Background: an optimization exercise with open tools, aiming at small area. Do not read the settings as production practice.
The RTL was checked by simulation tests, not by an equivalence proof against the original design.
Power is estimated from default activity; no workload was simulated.

## run A
Design mem_elwro_sram, start of the top module:
module mem_elwro_sram(
	input clk,
	input rst,
	input reset,
	output reset_hold,
	output ram_ce, ram_oe, ram_we,
	output [17:0] ram_a,
	input [15:0] ram_d_in,
	output [15:0] ram_d_out,
	input [0:3] nb,
	input [0:15] ad,
	output [0:15] ddt,
	input [0:15] rdt,
	input w, r, s,
	output ok
);
	wire [0:7] cfg_page = { rdt[12:15], rdt[0:3] };
	wire [0:7] cfg_frame = { ad[11:14], 1'b0, ad[8:10] };
	wire [0:7] page = { nb, ad[0:3] };
	wire [4:0] frame;	 
	wire cfgok;
	wire pvalid;
	memcfg MEMCFG(
		.clk(clk),
		.rst(rst),
		.reset(reset),
		.reset_hold(reset_hold),
		.s(s & ad[15]),
		.cfg_page(cfg_page),
		.cfg_frame(cfg_frame),
		.page(page),
		.frame(frame),
		.cfgok(cfgok),
		.pvalid(pvalid)
	);
	localparam IDLE	= 2'd0;
	localparam MAP	= 2'd1;
	localparam OK1	= 2'd2;
	localparam OK2	= 2'd3;
	reg [1:0] state;
	wire rw = r | w;
	always @ (posedge clk) begin
		if (rst) state <= IDLE;
		else case (state)
			IDLE:
				if (rw) state <= MAP;
			MAP:
				if (pvalid) state <= OK1;
				else state <= IDLE;
			OK1:
				state <= OK2;
			OK2:
				if (~rw) state <= IDLE;
		endcase
	end
	wire we = w & (state == OK1);
	wire rwok = rw & state[1];
	assign ok = rwok | cfgok;
	assign ddt = r ? ram_d_in : 16'h0000;
	assign ram_ce = 1;
	assign ram_we = we;
	assign ram_oe = 1;  
	assign ram_a[17:0] = { frame[4:3], 1'b0, frame[2:0], ad[4:15] };
	assign ram_d_out = rdt;
endmodule
export LEC_CHECK = 0
export CAP_MARGIN = 20
export CORE_MARGIN = 2
export CORE_UTILIZATION = 60
export PLACE_DENSITY = 0.8
export SLEW_MARGIN = 20
export SYNTH_HIERARCHICAL = 1
export SYNTH_MINIMUM_KEEP_SIZE = 0
create_clock -name core_clock -period 10.0 [get_ports {clk}]
standard.sh (not shown) runs the stock make flow with config.mk's settings and CLKGATE_MAP_FILE= SYNTH_SCRIPT=/design/flow/synth_recipe.tcl, a recipe that flattens the netlist after the stock synthesis.
==> flow/flow/run.sh <==
#!/bin/bash
# The standard layout (standard.sh, with its own synthesis), with two changes:
# - the clock tree uses small clusters of sinks per clkbuf_8 and no dummy loads,
# - the port buffers are buf_1 cells.
# make's full output goes to make.log; each ORFS step keeps its own log under orfs/logs/.
set -euo pipefail
bash standard.sh \
  "CTS_ARGS=-sink_clustering_enable -repair_clock_nets -dont_use_dummy_load -sink_clustering_size 16 -sink_clustering_max_diameter 50 -buf_list sky130_fd_sc_hd__clkbuf_8" \
  "BUFFER_PORTS_ARGS=-buffer_cell sky130_fd_sc_hd__buf_1" \
  finish > make.log 2>&1
Run A: done, clean on timing, DRC and antenna
--- input diff run A..run B ---
- changing CORE_UTILIZATION from 60 to 40
- changing SLEW_MARGIN from 20 to 45
- removing PLACE_DENSITY (formerly 0.8)
- setting CTS_CLUSTER_DIAMETER to 50 for the first time
- setting CTS_CLUSTER_SIZE to 20 for the first time
- changing CAP_MARGIN from 20 to 30
- setting CTS_BUF_LIST to sky130_fd_sc_hd__clkbuf_16 for the first time
==> flow/run.sh (new file) <==
#!/bin/bash
# synth_recipe.tcl (not shown) runs the flow's synth.tcl, then flattens the netlist and writes it again
# the make line also repeats each setting of config.mk as NAME=value (left out here)
make -C /OpenROAD-flow-scripts/flow DESIGN_CONFIG=/design/flow/config.mk WORK_HOME=/design/flow/orfs CLKGATE_MAP_FILE= SYNTH_SCRIPT=/design/flow/synth_recipe.tcl finish
removed: flow/flow/run.sh
removed: flow/standard.sh
--- outcome ---
Run B reports a higher power density relative to cell area than run A does. Total via count in the routed design ends up lower on run B. Compared to run A, run B has met2 routing resource usage after global routing 14 points lower.
For run C, these inputs were changed with respect to run B:
- CTS_CLUSTER_SIZE removed (was 20)
- PLACE_DENSITY newly set to 0.8
- CTS_BUF_LIST removed (was sky130_fd_sc_hd__clkbuf_16)
- CTS_CLUSTER_DIAMETER removed (was 50)
- CORE_UTILIZATION changed from 40 to 60
==> flow/flow/run.sh (new file) <==
#!/bin/bash
# The standard layout (standard.sh, with its own synthesis), with two changes:
# - the clock tree uses small clusters of sinks per clkbuf_8 and no dummy loads,
# - the port buffers are buf_1 cells.
# make's full output goes to make.log; each ORFS step keeps its own log under orfs/logs/.
set -euo pipefail
bash standard.sh \
  "CTS_ARGS=-sink_clustering_enable -repair_clock_nets -dont_use_dummy_load -sink_clustering_size 12 -sink_clustering_max_diameter 40 -buf_list sky130_fd_sc_hd__clkbuf_8" \
  "BUFFER_PORTS_ARGS=-buffer_cell sky130_fd_sc_hd__buf_1" \
  finish > make.log 2>&1
==> flow/standard.sh (new file) <==
#!/bin/bash
# synth_recipe.tcl (not shown) runs the flow's synth.tcl, then flattens the netlist and writes it again
# the make line also repeats each setting of config.mk as NAME=value (left out here)
make -C /OpenROAD-flow-scripts/flow DESIGN_CONFIG=/design/flow/config.mk WORK_HOME=/design/flow/orfs CLKGATE_MAP_FILE= SYNTH_SCRIPT=/design/flow/synth_recipe.tcl "${@:-finish}"
removed: flow/run.sh
[summary]
NOTE cell count run B->run C decreased by more than 10%. Between run C and run B, count of plain and timing-repair buffers in the layout is higher for run B, run C comes in under that. Run C: setup slack 80 ps below run B. Comparing total via count in the routed design for run C and run B, the smaller number came from run B.
Here is what was changed in the inputs of run D compared with run C.
- CORE_UTILIZATION: 60 -> 40
- PLACE_DENSITY: 0.8 -> unset
### Flow results
Against run C, run D comes in 46 ps lower on transition time at the pin with the least slew margin. In the tables for run C and run D, initial cell density of the core reads higher with run C. Compared with run C, run D shows a lower via density per instance. Run D vs run C — clock power rose about 5%. Looking at finished layout cell area, run D sits about 2% above run C.

---

Starting RTL as in the previous note.
Settings: LEC_CHECK=0, CAP_MARGIN=20, CORE_MARGIN=2, CORE_UTILIZATION=60, PLACE_DENSITY=0.8, SLEW_MARGIN=20, SYNTH_HIERARCHICAL=1, SYNTH_MINIMUM_KEEP_SIZE=0; clock period 10.0 ns.
==> flow/flow/run.sh <==
#!/bin/bash
# The standard layout (standard.sh, with its own synthesis), with three changes:
# - before global placement, flow/drivers.tcl gives the high-fanout inverters
#   and nand2 gates (the map's row and column drivers) a stronger cell,
# - the clock tree uses small clusters of sinks per clkbuf_8 and no dummy loads,
# - the port buffers are buf_1 cells.
# make's full output goes to make.log; each ORFS step keeps its own log under orfs/logs/.
set -euo pipefail
bash standard.sh \
  "PRE_GLOBAL_PLACE_TCL=$PWD/flow/drivers.tcl" \
  "CTS_ARGS=-sink_clustering_enable -repair_clock_nets -dont_use_dummy_load -sink_clustering_size 16 -sink_clustering_max_diameter 50 -buf_list sky130_fd_sc_hd__clkbuf_8" \
  "BUFFER_PORTS_ARGS=-buffer_cell sky130_fd_sc_hd__buf_1" \
  finish > make.log 2>&1
==> flow/flow/drivers.tcl <==
# Before global placement: an inverter that drives many pins (the map's row
# and column drivers) becomes inv_2, which has the same area as inv_1; a nand2
# that does becomes nand2_2.
set db [ord::get_db]
set inv2 [$db findMaster sky130_fd_sc_hd__inv_2]
set nand22 [$db findMaster sky130_fd_sc_hd__nand2_2]
set n_inv 0; set n_nand 0
foreach inst [[ord::get_db_block] getInsts] {
  set m [[$inst getMaster] getName]
  if {$m ne "sky130_fd_sc_hd__inv_1" && $m ne "sky130_fd_sc_hd__clkinv_1" && $m ne "sky130_fd_sc_hd__nand2_1"} continue
  set fo 0
  foreach it [$inst getITerms] {
    if {[$it isOutputSignal] && [$it getNet] ne "NULL"} { set fo [expr {[llength [[$it getNet] getITerms]] - 1}] }
  }
  if {$fo < 12} continue
  if {$m eq "sky130_fd_sc_hd__nand2_1"} { $inst swapMaster $nand22; incr n_nand } else { $inst swapMaster $inv2; incr n_inv }
}
puts "drivers.tcl: $n_inv inverters to inv_2, $n_nand nand2 to nand2_2"
The baseline completed without violations.
Edit:
==> flow/flow/run.sh (replaced) <==
#!/bin/bash
# The standard layout (standard.sh, with its own synthesis), with two changes:
# - the clock tree uses small clusters of sinks per clkbuf_8 and no dummy loads,
# - the port buffers are buf_1 cells.
# make's full output goes to make.log; each ORFS step keeps its own log under orfs/logs/.
set -euo pipefail
bash standard.sh \
  "CTS_ARGS=-sink_clustering_enable -repair_clock_nets -dont_use_dummy_load -sink_clustering_size 16 -sink_clustering_max_diameter 50 -buf_list sky130_fd_sc_hd__clkbuf_8" \
  "BUFFER_PORTS_ARGS=-buffer_cell sky130_fd_sc_hd__buf_1" \
  finish > make.log 2>&1
- CAP_MARGIN: 20 -> 30
- SLEW_MARGIN: 20 -> 45
removed: flow/flow/drivers.tcl
- routed wire length climbs by 1.2%
- hold slack gains 0.0030 ns
- cell area climbs by 1.7%
- fmax drops by 8.7%
- setup slack loses 0.80 ns
- synthesized area does not change
- count of clock-buffer cells in the layout stays the same
- first-iteration DRC count climbs by 1.6%

==> afterwards: timing with drivers on the ports <==
Ports are ideal in the flow. The routed layouts listed here were re-timed in OpenROAD.
Step 1: set_driving_cell puts a clkbuf_16 on clk and a buf_2 on each other input, an assumption about the parent block.
Step 2, shift: input delay + t, output delay - t, t = (earliest + latest rising clock arrival at the registers) / 2. This alone moves slack from input paths to output paths.
Three values: ideal, step 1, step 2; two values: the first two.
| run | t (ns) | slack for setup (ns) | worst register clock-pin slew, ns |
|---|---|---|---|
| run A | 0.834 | 1.221 / 1.258 / 0.424 | 0.11 / 0.11 |
| run B | 0.827 | 0.855 / 0.905 / 0.078 | 0.08 / 0.08 |
| run C | 0.877 | 0.775 / 0.821 / -0.057 | 0.09 / 0.09 |
| run D | 0.941 | 1.458 / 1.504 / 0.563 | 0.09 / 0.09 |
| the first run of note 2 | 0.865 | 1.577 / 1.624 / 0.759 | 0.11 / 0.11 |
| the second run of note 2 | 0.853 | 0.773 / 0.813 / -0.040 | 0.11 / 0.11 |
With both steps, setup timing fails in run C and the second run of note 2, where it was met with ideal ports. For run D, which loses most, drivers alone change the setup slack by +0.046 ns; drivers and shift together by -0.895 ns.
